What follows belongs to an exercise in optimizing a design on an open flow for small area and a short achievable clock period; a production flow would make more cautious choices.
Only simulation tests tie the RTL to the original design; equivalence was not proved.

==> flow/design.v, too long to show whole: its modules and the start of the top module <==
// module CSA_3_2: 10 lines
// module BOOTH_ENC: 10 lines
// module C42_4_2: 16 lines
// module C42N_4_2: 14 lines
// module HA_2_2: 9 lines
// module CPA_32: 200 lines
// module GP_1: 4 lines
// module GO_1: 3 lines
// module INC_18: 83 lines
// module conv1d: 2423 lines
module conv1d (
    input clk,
    input rst_n,
    input w_valid,
    input [47:0] w_in,
    input [15:0] x,
    input [15:0] b,
    output [31:0] y
);
  // ...
==> flow/flow/run.sh <==
#!/bin/bash
# The standard layout (the standard.sh, unchanged), with plain buf_1
# cells as the port buffers instead of the delay buffers that ORFS's
# buffer_ports picks by default.  standard.sh's full output goes to
# standard.log; ORFS writes each step's log under orfs/logs/.
export BUFFER_PORTS_ARGS="-buffer_cell sky130_fd_sc_hd__buf_1"
bash standard.sh > standard.log 2>&1
==> flow/standard.sh <==
#!/bin/bash
# synth_recipe.tcl (not shown) runs the flow's synth.tcl, then flattens the netlist and writes it again
# the make line also repeats each setting of config.mk as NAME=value (left out here)
make -C /OpenROAD-flow-scripts/flow DESIGN_CONFIG=/design/flow/config.mk WORK_HOME=/design/flow/orfs CLKGATE_MAP_FILE= SYNTH_SCRIPT=/design/flow/synth_recipe.tcl "${@:-finish}"
==> flow/config.mk <==
export PLATFORM = sky130hd
export DESIGN_NAME = conv1d
export DESIGN_NICKNAME = conv1d
export VERILOG_FILES = /design/flow/design.v
export SDC_FILE = /design/flow/constraint.sdc
export NUM_CORES = 4
export LEC_CHECK = 0
export CAP_MARGIN = 85
export CORE_MARGIN = 2
export CORE_UTILIZATION = 65
export CTS_CLUSTER_DIAMETER = 100
export CTS_CLUSTER_SIZE = 30
export PLACE_DENSITY = 0.75
export SETUP_SLACK_MARGIN = 5
export SLEW_MARGIN = 85
export SYNTH_HIERARCHICAL = 1
export SYNTH_MINIMUM_KEEP_SIZE = 0
==> flow/constraint.sdc <==
create_clock -name core_clock -period 10.0 [get_ports {clk}]
set_input_delay 2.0000 -clock core_clock [delete_from_list [all_inputs] [get_ports {clk}]]
set_output_delay 2.0000 -clock core_clock [all_outputs]
set_load 0.01 [all_outputs]
==> impl_results.md, run 1 <==
* Status: no timing/DRC/antenna violations
* Number of non-clock inverters at 3
* R2R depth at 8
* Commonest non-fill, non-tap cells in the layout: dfrtp_1 (389), fa_1 (384), xnor2_1 (220)
* GR peak layer: met2
* Critical path buffers and inverters at 7
* Synth Area in Simple Gates at 1.49%
* RR Startpoint: w1[4]
* Via-per-instance ratio at 6.52
* Layout Nets at 2925
* Clock Path Buffers at 3
* Placed Instances at 2922
* Setup CP Type: input port to flip-flop
* Iteration-0 DRC Markers at 2107
* Reg-to-reg critical path endpoint: bc1_18
* Synthesized area at 30300 sq um
* Avg Inst Size Synth at 13.6 sq um
* Root Buffer: clkbuf_16
* Non-clock buffer instance count of the final layout at 323
* Synth Register Bits at 470
* Hold WC Path Type: flip-flop to flip-flop
* CP top delay family: buffers and inverters
* Clock latency (worst-skew pair) at 0.57 ns
* Crit-path max FO at 13
* Tap cells at 607
* Antenna Nets Post-Route at 0
* Post-synthesis mux area share at 1.97%
* Area leader, netlist: dfrtp_1
* Seq/Total Area, Yosys at 38.6%
* Grt met3 use at 5.20%
* Most flops, register: yr
* PortBufs at 114
* # fillers at 2453
* Final hold slack at 0.341 ns
* TritonRoute pass-1 iters at 6
* Initial Utilization at 65.5%
* Final core utilization at 78.6%
* First-pass GRT wire length at 116000 um
* Final Setup Violations at 0
==> run 2: changes to the inputs <==
--- a/flow/config.mk
+++ b/flow/config.mk
@@ -7,6 +7,6 @@
 export LEC_CHECK = 0
-export CAP_MARGIN = 85
+export CAP_MARGIN = 75
 export CORE_MARGIN = 2
 export CORE_UTILIZATION = 65
-export CTS_CLUSTER_DIAMETER = 100
+export CTS_CLUSTER_DIAMETER = 80
 export CTS_CLUSTER_SIZE = 30
@@ -14,3 +14,3 @@
 export SETUP_SLACK_MARGIN = 5
-export SLEW_MARGIN = 85
+export SLEW_MARGIN = 75
 export SYNTH_HIERARCHICAL = 1
==> run 2 against run 1 <==
  * Critical path type is now flip-flop to flip-flop
  * Synthesized area is the same
  * Sequential cell count is the same
  * Register-to-register slack improved by 0.26 ns
  * Critical endpoint is now yr[31]
  * Clock skew rose by 0.0042 ns
  * Fmax is 16% higher
==> impl_results.md, run 2 <==
* HPWL after DPL at 48500 um (was 55800 um)
* First-pass GRT wire length at 111000 um (was 116000 um)
* Top Ports at 115 (unchanged)
* Commonest non-fill, non-tap cells in the layout: dfrtp_1 (389), xnor2_1 (384), fa_1 (384) (was dfrtp_1 (389), fa_1 (384), xnor2_1 (220))
* Synth Warn # at 7 (unchanged)
* WL/cell at 24.5 um (was 26.8 um)
* Worst-path clk slew at 0.11 ns (was 0.12 ns)
* Max cap viols at 0 (unchanged)
* Commonest non-fill, non-tap cell in the layout: dfrtp_1 (unchanged)
* Worst hold stages at 0 (unchanged)
* Area grow syn2layout at 7.97% (was 19.9%)
* TritonCTS clock tree: done (unchanged)
* Unrepaired setup endpoints after global routing: false (unchanged)
* Most flops, register: yr (unchanged)
* Root Buffer: clkbuf_16 (unchanged)
* Avg Inst Size Synth at 13.6 sq um (unchanged)
* Hold WC Path Type: flip-flop to flip-flop (unchanged)
* Placed instance area at 31700 sq um (was 33900 sq um)
* Post-synth ARST share at 96.6% (unchanged)
* Setup crit end kind: flip-flop (unchanged)
* Synthesized area at 30300 sq um (unchanged)
* Setup TNS at 0 ns (unchanged)
* Tmin final at 3.77 ns (was 4.37 ns)
* Number of global-route vias before repair at 20200 (was 21000)
* Site Rows at 79 (unchanged)
* Clock latency (worst-skew pair) at 0.61 ns (was 0.57 ns)
* Largest register FFs at 32 (unchanged)
* GPL Wtd Cong at 0.887 (unchanged)
* Synth top cells by count: dfrtp_1 (428), fa_1 (384), xnor2_1 (384) (unchanged)
* Post-synth EDFFs at 0 (unchanged)
* Initial Utilization at 65.5% (unchanged)
* Largest regs: yr (32), br (17) (unchanged)
* GRT Total Usage at 30.0% (was 31.7%)
* Core Region at 46300 sq um (unchanged)
* Total CTS buffers at 27 (was 19)
* Post-synth cell types at 26 (unchanged)
* Final Setup Violations at 0 (unchanged)
* H-tree levels at 1 (unchanged)
* CP arrival at 4.26 ns (was 4.89 ns)
* FMAX at 0.265 GHz (was 0.229 GHz)
* Antenna Nets Post-Route at 0 (unchanged)
* Post-cts sizing count at 0 (unchanged)
* Largest net degree at the start of global routing at 51 (was 32)
* Place WS at 5.65 ns (was 5.17 ns)
* Post-CTS setup buffers at 0 (unchanged)
* Critical path launch point type: flip-flop (was input port)
* Clock Path Buffers at 3 (unchanged)
* Slack of the critical path at 6.23 ns (was 5.63 ns)
* Post-synth top area share at 35.3% (unchanged)
* Seq/Total Area, Yosys at 38.6% (unchanged)
* Final period util at 37.7% (was 43.7%)
* Final core utilization at 70.7% (was 78.6%)
* TritonRoute pass-1 iters at 8 (was 6)
* # diodes at 0 (unchanged)
* Via-per-instance ratio at 6.36 (was 6.52)
* Synth Flop Type: dfrtp_1 (unchanged)
* Initial antenna violation count at 0 (unchanged)
* Detailed-route wire length at 70000 um (was 79600 um)
* Synth Register Bits at 470 (unchanged)
* CP required at 10.49 ns (was 10.52 ns)
* DIE AREA at 48400 sq um (unchanged)
* R2R depth at 10 (was 8)
* Crit-path max FO at 16 (was 13)
* Status: no timing/DRC/antenna violations (unchanged)
* Top cells by area, synth: dfrtp_1 (35%), fa_1 (25%), xnor2_1 (11%) (unchanged)
* Design area at 32700 sq um (was 36400 sq um)
* Top-count cell post-synth: dfrtp_1 (unchanged)
* Iteration-0 DRC Markers at 1858 (was 2107)
* Cts hold-fix bufs at 0 (unchanged)
* Setup CP Type: flip-flop to flip-flop (was input port to flip-flop)
* Die width at 220 um (unchanged)
* DIE HEIGHT at 220 um (unchanged)
* Slew Limit Fails at 0 (unchanged)
* Post-synthesis cell count at 2231 (unchanged)
* # DRC at 0 (unchanged)
* Fin. Hold Viols at 0 (unchanged)
* Skew final at 0.0339 ns (was 0.0297 ns)
* Total global routing overflow at 0 (unchanged)
* Layout Nets at 2798 (was 2925)
* Area leader, netlist: dfrtp_1 (unchanged)
* PortBufs at 114 (unchanged)
* Clock sinks at 470 (unchanged)
* Via count at 18200 (was 19400)
* Layout cells sized above 1 at 12.2% (was 28.4%)
## run 2: cell counts after synthesis
No cell type changed its count.
## run 2: final cells by class
cell class | count | area (sq um)
inverter | 3 | 11.3
tap | 607 | 759
clock inverter | 20 | 300
clock buffer | 30 | 687
fill | 3113 | 13500
multi-input combinational | 1538 | 17600
sequential | 470 | 11800
timing repair buffer | 188 | 1490
## run 2: layer usage
metal  GRT usage, %  routed length, um  up-vias
met4           10.2               2020        0
met1           41.7              28000     9501
met2           48.5              33800      969
met3           5.38               6100      207
li1               -                  -     7484
met5              0                  0        -
## run 2: cells by family (layout without fill, tap and decap cells)
kind of cell / after synthesis / in the layout / share of synthesized area, %
xor+xnor: 447 / 447 / 13.0
mux: 48 / 48 / 1.97
simple gates: 85 / 85 / 1.49
other cells: 1 / 4 / 0.0124
compound gates: 467 / 467 / 11.8
flops: 470 / 470 / 38.6
buf+inv: 226 / 241 / 3.47
fa+ha+maj: 487 / 487 / 29.6
## run 2: Yosys stat by module (local to each module, per instance)
module / cells inside / flops+latches / area (sq um) / copies in the design
GP_1: 2 / 0 / 13.8 / 45
conv1d: 1554 / 470 / 19900 / 1
BOOTH_ENC: 5 / 0 / 38.8 / 8
GO_1: 1 / 0 / 7.51 / 30
CPA_32: 63 / 0 / 682 / 1
HA_2_2: 1 / 0 / 12.5 / 70
CSA_3_2: 1 / 0 / 20.0 / 384
## run 2: path summary, 6_finish.rpt
path                          from      to  slack, ns
max                        dneg[2]  yr[31]       6.23
min                         ac0_22  a20_22       0.34
max reg2reg                dneg[2]  yr[31]       6.23
min reg2reg                 ac0_22  a20_22       0.34
max in group asynchronous    rst_n  a20_18       7.32
min in group asynchronous    rst_n  yr[30]       1.27
## run 2: worst max-delay path: stages (launching register included)
cell and delay, ns:
dfrtp_2 0.48, fa_1 0.50, fa_1 0.52, fa_1 0.43, ha_1 0.33, a21o_1 0.20
a21o_1 0.18, a21o_2 0.27, a21o_4 0.31, a21o_1 0.22, xor3_1 0.20
## run 2: stage by stage
stage | hold WS (ns) | instances
final | 0.336 | 2856
after global routing | 0.332 | 2856
after CTS | 0.332 | 2855
after detailed placement | 0.335 | 2805
after global placement | 0.332 | 2774
after floorplan | 0.331 | 2234
==> run 3: changes to the inputs <==
--- a/flow/config.mk
+++ b/flow/config.mk
@@ -9,6 +9,6 @@
 export CORE_MARGIN = 2
-export CORE_UTILIZATION = 65
-export CTS_CLUSTER_DIAMETER = 80
+export CORE_UTILIZATION = 70
+export CTS_CLUSTER_DIAMETER = 100
 export CTS_CLUSTER_SIZE = 30
-export PLACE_DENSITY = 0.75
+export PLACE_DENSITY = 0.8
 export SETUP_SLACK_MARGIN = 5
==> run 3 against run 2 <==
  * Still clean on timing, DRC and antenna
  * Register-to-register slack better by 0.03 ns
  * Global-route usage is 2.7 points higher
  * Critical path type is now input port to flip-flop
==> impl_results.md, run 3 <==
* Layout Nets at 2797 (was 2798)
* Met1 Wirelength at 27500 um (was 28000 um)
* R2R depth at 10 (unchanged)
* Tmin final at 3.81 ns (was 3.77 ns)
* Layout cells sized above 1 at 11.5% (was 12.2%)
* Met3 wire len at 6350 um (was 6100 um)
* Hold WC Path Type: flip-flop to flip-flop (unchanged)
* Commonest non-fill, non-tap cell in the layout: dfrtp_1 (unchanged)
* Crit-path max FO at 18 (was 16)
* Synth Register Bits at 470 (unchanged)
* Worst-path clk slew at 0.12 ns (was 0.11 ns)
* CP arrival at 4.25 ns (was 4.26 ns)
* Core Region at 42900 sq um (was 46300 sq um)
* Top-count cell post-synth: dfrtp_1 (unchanged)
* Clock Path Buffers at 3 (unchanged)
* Total CTS buffers at 19 (was 27)
* First-pass GRT wire length at 112000 um (was 111000 um)
* TritonCTS clock tree: done (unchanged)
* Post-synth EDFFs at 0 (unchanged)
* Number of global-route vias before repair at 20100 (was 20200)
* H-tree levels at 1 (unchanged)
* Via count at 18400 (was 18200)
* HPWL after DPL at 49200 um (was 48500 um)
* Reg-to-reg critical path endpoint: yr[31] (unchanged)
* Root Buffer: clkbuf_16 (unchanged)
* Avg Inst Size Synth at 13.6 sq um (unchanged)
* DIE HEIGHT at 212 um (was 220 um)
* Post-CTS setup buffers at 0 (unchanged)
* Antenna Nets Post-Route at 0 (unchanged)
* Synth top cells by count: dfrtp_1 (428), fa_1 (384), xnor2_1 (384) (unchanged)
* Final hold slack at 0.350 ns (was 0.336 ns)
* Cts hold-fix bufs at 0 (unchanged)
* Worst R2R Setup Slack at 6.26 ns (was 6.23 ns)
* Die width at 212 um (was 220 um)
* Placed instance area at 31800 sq um (was 31700 sq um)
* TritonRoute pass-1 iters at 6 (was 8)
* Top Ports at 115 (unchanged)
* Synth Flop Type: dfrtp_1 (unchanged)
* RR Startpoint: dneg[2] (unchanged)
* Largest net degree at the start of global routing at 48 (was 51)
* FMAX at 0.262 GHz (was 0.265 GHz)
* Area grow syn2layout at 6.84% (was 7.97%)
* Top cells by area, synth: dfrtp_1 (35%), fa_1 (25%), xnor2_1 (11%) (unchanged)
* Post-cts sizing count at 0 (unchanged)
* Slew Limit Fails at 0 (unchanged)
* WL/cell at 24.9 um (was 24.5 um)
* PortBufs at 114 (unchanged)
* Hold_sp: ac1_21 (was ac0_22)
* Final core utilization at 75.5% (was 70.7%)
* Status: no timing/DRC/antenna violations (unchanged)
* Post-synth top area share at 35.3% (unchanged)
* Clock sinks at 470 (unchanged)
* Synthesized area at 30300 sq um (unchanged)
* Final Setup Violations at 0 (unchanged)
* Largest regs: yr (32), br (17) (unchanged)
* Total global routing overflow at 0 (unchanged)
* GRT Total Usage at 32.8% (was 30.0%)
* Initial Utilization at 70.7% (was 65.5%)
* CP required at 10.44 ns (was 10.49 ns)
* Initial antenna violation count at 0 (unchanged)
* Setup crit end kind: flip-flop (unchanged)
* Area leader, netlist: dfrtp_1 (unchanged)
* CP endpoint: sc5_17 (was yr[31])
* Synth Warn # at 7 (unchanged)
* Skew final at 0.0223 ns (was 0.0339 ns)
* Setup TNS at 0 ns (unchanged)
* Unrepaired setup endpoints after global routing: false (unchanged)
* Detailed-route wire length at 70400 um (was 70000 um)
* Fin. Hold Viols at 0 (unchanged)
* Largest register FFs at 32 (unchanged)
* Setup CP Type: input port to flip-flop (was flip-flop to flip-flop)
* Most flops, register: yr (unchanged)
* DIE AREA at 45000 sq um (was 48400 sq um)
* Critical path launch point type: input port (was flip-flop)
* Critical Path Start: w_valid (was dneg[2])
* # diodes at 0 (unchanged)
* Clock latency (worst-skew pair) at 0.56 ns (was 0.61 ns)
* GPL Wtd Cong at 0.884 (was 0.887)
* Max cap viols at 0 (unchanged)
* # DRC at 0 (unchanged)
* Iteration-0 DRC Markers at 1849 (was 1858)
* Post-synth ARST share at 96.6% (unchanged)
* Design area at 32400 sq um (was 32700 sq um)
* Post-synthesis cell count at 2231 (unchanged)
* Site Rows at 76 (was 79)
* Via-per-instance ratio at 6.51 (was 6.36)
* Final period util at 38.1% (was 37.7%)
* Commonest non-fill, non-tap cells in the layout: dfrtp_1 (390), xnor2_1 (384), fa_1 (384) (was dfrtp_1 (389), xnor2_1 (384), fa_1 (384))
* Highest routed layer: met4 (unchanged)
* Post-synth cell types at 26 (unchanged)
* Metal2 WL at 34200 um (was 33800 um)
* Seq/Total Area, Yosys at 38.6% (unchanged)
[run 3: cell counts after synthesis]
Identical to the previous run, type by type.
[run 3: routing by layer]
layer | vias to the layer above | global-route usage, %
li1 | 7484 | -
met1 | 9579 | 46.3
met2 | 1095 | 53.0
met3 | 215 | 5.13
met4 | 0 | 10.9
met5 | - | 0
[run 3: how the worst min path moves through the flow]
stage | to | slack, ns | cells past startpoint
finish | a21_21 | 0.35 | 0
global route | a21_21 | 0.36 | 0
CTS | a21_25 | 0.36 | 0
detailed placement | a20_19 | 0.33 | 0
global placement | a21_14 | 0.33 | 0
floorplan | a20_0 | 0.33 | 0
[run 3: critical path, stage by stage]
cell and delay (ns):
buf_2 0.09, buf_8 0.14, buf_12 0.20, mux2_4 0.43, a22oi_1 0.24, xnor2_1 0.16, fa_1 0.48, fa_1 0.46
[run 3: area by class of cell]
cell class / instances / area [sq um]
Multi-Input combinational cell: 1538 / 17700
Sequential cell: 470 / 11800
Fill cell: 2604 / 10500
Timing Repair Buffer: 195 / 1570
Tap cell: 585 / 732
Clock buffer: 31 / 531
Clock inverter: 2 / 35.0
Inverter: 3 / 11.3
[run 3: Yosys stat by module (local to each module, per instance)]
| module | flip-flops and latches | area, sq um |
|---|---|---|
| GP_1 | 0 | 13.8 |
| HA_2_2 | 0 | 12.5 |
| GO_1 | 0 | 7.51 |
| conv1d | 470 | 19900 |
| CSA_3_2 | 0 | 20.0 |
| CPA_32 | 0 | 682 |
| BOOTH_ENC | 0 | 38.8 |
[run 3: kinds of logic (layout without fill, tap and decap cells)]
group / count (synthesis) / after routing / share of synthesized area (%)
other: 1 / 4 / 0.0124
XOR/XNOR: 447 / 447 / 13.0
multiplexers: 48 / 48 / 1.97
AO/OA/AOI/OAI: 467 / 467 / 11.8
adder cells (fa/ha/maj): 487 / 487 / 29.6
AND/OR/NAND/NOR: 85 / 85 / 1.49
flip-flops: 470 / 470 / 38.6
buffers and inverters: 226 / 231 / 3.47
[run 3: per-stage QoR]
step | std cells | worst slack [ns]
after floorplan | 2234 | 5.97
after global placement | 2752 | 5.26
after detailed placement | 2790 | 5.64
after CTS | 2823 | 6.12
after global routing | 2824 | 6.13
final | 2824 | 6.19
==> run 4: changes to the inputs <==
--- a/flow/config.mk
+++ b/flow/config.mk
@@ -9,6 +9,6 @@
 export CORE_MARGIN = 2
-export CORE_UTILIZATION = 70
+export CORE_UTILIZATION = 60
 export CTS_CLUSTER_DIAMETER = 100
 export CTS_CLUSTER_SIZE = 30
-export PLACE_DENSITY = 0.8
+export PLACE_DENSITY = 0.7
 export SETUP_SLACK_MARGIN = 5
==> run 4 against run 3 <==
  * Still clean
  * Sequential share of layout area down 0.17 points
  * Largest cell class unchanged
  * Clock-buffer cell count unchanged
  * Design area up 0.46%
  * Critical path depth up 3
==> impl_results.md, run 4 <==
* Status: no timing/DRC/antenna violations (unchanged)
* Post-cts sizing count at 0 (unchanged)
* Layout Nets at 2794 (was 2797)
* Hold WC Path Type: flip-flop to flip-flop (unchanged)
* Largest net degree at the start of global routing at 50 (was 48)
* Worst-path clk slew at 0.12 ns (about the same)
* TritonRoute pass-1 iters at 6 (unchanged)
* DIE HEIGHT at 229 um (was 212 um)
* HPWL after DPL at 49500 um (was 49200 um)
* Die width at 229 um (was 212 um)
* Layout cells sized above 1 at 11.5% (about the same)
* Post-CTS setup buffers at 0 (unchanged)
* Site Rows at 82 (was 76)
* First-pass GRT wire length at 115000 um (was 112000 um)
* Post-synth ARST share at 96.6% (unchanged)
* Post-synth EDFFs at 0 (unchanged)
* Avg Inst Size Synth at 13.6 sq um (unchanged)
* Cts hold-fix bufs at 0 (unchanged)
* Final period util at 38.3% (was 38.1%)
* Tmin final at 3.83 ns (was 3.81 ns)
* Largest regs: yr (32), br (17) (unchanged)
* Synth top cells by count: dfrtp_1 (428), fa_1 (384), xnor2_1 (384) (unchanged)
* Post-route insts no fill at 2911 (was 2824)
* Max cap viols at 0 (unchanged)
* PortBufs at 114 (unchanged)
* Crit-path max FO at 16 (was 18)
* Setup TNS at 0 ns (unchanged)
* Synth Register Bits at 470 (unchanged)
* Setup crit end kind: flip-flop (unchanged)
* H-tree levels at 1 (unchanged)
* Initial Utilization at 60.7% (was 70.7%)
* Top cells by area, synth: dfrtp_1 (35%), fa_1 (25%), xnor2_1 (11%) (unchanged)
* Placed Instances at 2873 (was 2790)
* Number of global-route vias before repair at 20000 (was 20100)
* Skew final at 0.0518 ns (was 0.0223 ns)
* Iteration-0 DRC Markers at 1849 (unchanged)
* # diodes at 0 (unchanged)
* Post-synthesis cell count at 2231 (unchanged)
* Seq/Total Area, Yosys at 38.6% (unchanged)
* WL/cell at 24.5 um (was 24.9 um)
* Top Ports at 115 (unchanged)
* CP max stage delay at 0.55 ns (was 0.48 ns)
* Root Buffer: clkbuf_16 (unchanged)
* CP top delay family: adder cells (unchanged)
* Top-count cell post-synth: dfrtp_1 (unchanged)
* Clock sinks at 470 (unchanged)
* FMAX at 0.261 GHz (was 0.262 GHz)
* Detailed-route wire length at 71400 um (was 70400 um)
* Worst R2R Setup Slack at 6.17 ns (was 6.26 ns)
* DIE AREA at 52300 sq um (was 45000 sq um)
* Commonest non-fill, non-tap cells in the layout: dfrtp_1 (390), xnor2_1 (384), fa_1 (384) (unchanged)
* Unrepaired setup endpoints after global routing: false (unchanged)
* Setup CP Type: flip-flop to flip-flop (was input port to flip-flop)
* Fin. Hold Viols at 0 (unchanged)
* CP required at 10.48 ns (was 10.44 ns)
* Critical path launch point type: flip-flop (was input port)
* Via-per-instance ratio at 6.21 (was 6.51)
* Clock Path Buffers at 3 (unchanged)
* Post-synth cell types at 26 (unchanged)
* Clock latency (worst-skew pair) at 0.60 ns (was 0.56 ns)
* Total CTS buffers at 21 (was 19)
* Area leader, netlist: dfrtp_1 (unchanged)
* Initial antenna violation count at 0 (unchanged)
* Slew Limit Fails at 0 (unchanged)
* Area grow syn2layout at 7.32% (was 6.84%)
* Via count at 18100 (was 18400)
* Largest register FFs at 32 (unchanged)
* Synth Flop Type: dfrtp_1 (unchanged)
* Final core utilization at 65.1% (was 75.5%)
* TritonCTS clock tree: done (unchanged)
* Synth Warn # at 7 (unchanged)
* # DRC at 0 (unchanged)
* Critical path buffers and inverters at 1 (was 3)
* Core Region at 50000 sq um (was 42900 sq um)
* Synthesized area at 30300 sq um (unchanged)
* GPL Wtd Cong at 0.887 (was 0.884)
* Commonest non-fill, non-tap cell in the layout: dfrtp_1 (unchanged)
* Post-synth top area share at 35.3% (unchanged)
* Total global routing overflow at 0 (unchanged)
* Crit-path slowest cell: fa_1 (unchanged)
* Antenna Nets Post-Route at 0 (unchanged)
* CP arrival at 4.31 ns (was 4.25 ns)
* Critical path cell sequence: buf_8 > fa_1 > fa_1 > fa_1 > ha_1 > a21o_1 > a21o_1 > a21o_2 > a21o_4 > a21o_1 > xor3_1 (was buf_2 > buf_8 > buf_12 > mux2_4 > a22oi_1 > xnor2_1 > fa_1 > fa_1)
* Most flops, register: yr (unchanged)
* Final Setup Violations at 0 (unchanged)
* GRT Total Usage at 28.3% (was 32.8%)
[run 4: cell types whose count changed in the layout (fill, tap and decap cells not counted), sizes merged]
cell      delta
clkinv       +2
inv          +2
clkinvlp     +2
bufinv       -1
clkbuf       +2
buf          -7
[run 4: metal layers]
layer  track usage [%]  wire (um)  vias up
met4              8.62       1890        0
met3              4.49       5610      175
met2              45.5      34600      875
met5                 0          0        -
met1              40.1      29300     9562
li1                  -          -     7468
[run 4: final cells by class]
cell class	instances	area [sq um]
Fill cell	3691	17400
Timing Repair Buffer	190	1550
Clock inverter	7	98.8
Inverter	3	11.3
Clock buffer	31	563
Multi-Input combinational cell	1538	17600
Tap cell	672	841
Sequential cell	470	11800
[run 4: final timing paths]
kind / start / end / depth (start not counted)
setup / recovery: dneg[2] / yr[31] / 11
hold / removal: ac1_20 / a21_20 / 0
setup reg to reg: dneg[2] / yr[31] / 11
hold reg to reg: ac1_20 / a21_20 / 0
max in group asynchronous: rst_n / w0[0] / 5
min in group asynchronous: rst_n / sc2_17 / 1
[run 4: metrics by stage]
stage | hold WS (ns) | instance area, sq um | setup WS (ns)
floorplan | 0.331 | 30300 | 5.97
global placement | 0.332 | 30900 | 5.31
detailed placement | 0.335 | 31800 | 5.61
CTS | 0.330 | 32500 | 6.13
global route | 0.340 | 32500 | 6.08
finish | 0.329 | 32500 | 6.17
[run 4: cell families after synthesis]
kind of cell | after synthesis | share of synthesized area [%]
other | 1 | 0.0124
AND/OR/NAND/NOR | 85 | 1.49
XOR/XNOR | 447 | 13.0
multiplexers | 48 | 1.97
buffers and inverters | 226 | 3.47
AO/OA/AOI/OAI | 467 | 11.8
flip-flops | 470 | 38.6
adder cells (fa/ha/maj) | 487 | 29.6
[run 4: worst register-to-register path, cell delays in order, from the launching register on]
cell and delay (ns):
dfrtp_2 0.43, buf_8 0.13, fa_1 0.50, fa_1 0.55
fa_1 0.42, ha_1 0.33, a21o_1 0.20, a21o_1 0.18
a21o_2 0.27, a21o_4 0.31, a21o_1 0.23, xor3_1 0.19
[run 4: modules after synthesis (local to each module, per instance)]
module | cells inside | area (sq um)
conv1d | 1554 | 19900
CPA_32 | 63 | 682
BOOTH_ENC | 5 | 38.8
CSA_3_2 | 1 | 20.0
GP_1 | 2 | 13.8
HA_2_2 | 1 | 12.5
GO_1 | 1 | 7.51

==> re-timing with driven ports <==
The results above use ideal ports. As a check the final layouts listed here were re-extracted and re-timed, cells and wires unchanged.
Step 1: set_driving_cell puts a clkbuf_16 on clk and a buf_2 on each other input, an assumption about the parent block.
Step 2 times the ports against the registers' clock, not the clock port: input delays grow and output delays shrink by t, the midpoint of the rising clock arrivals with the driver on.
a / b / c = no drivers / after step 1 / after step 2; a / b = the first two.
run	t, ns	setup WS [ns]	worst setup path at the end	clock arrival spread, ns	worst slew at a driven data input, ns
run 1	0.615	5.631 / 5.664 / 5.049	input to register	0.034 / 0.034	0.08
run 2	0.647	6.229 / 6.229 / 5.630	input to register	0.036 / 0.035	0.08
run 3	0.607	6.190 / 6.227 / 5.621	input to register	0.028 / 0.027	0.06
run 4	0.631	6.171 / 6.171 / 5.631	input to register	0.053 / 0.053	0.06
After both steps every run listed still meets setup and hold. For run 2, which loses most, drivers alone change the setup slack by 0.000 ns; drivers and shift together by -0.599 ns.
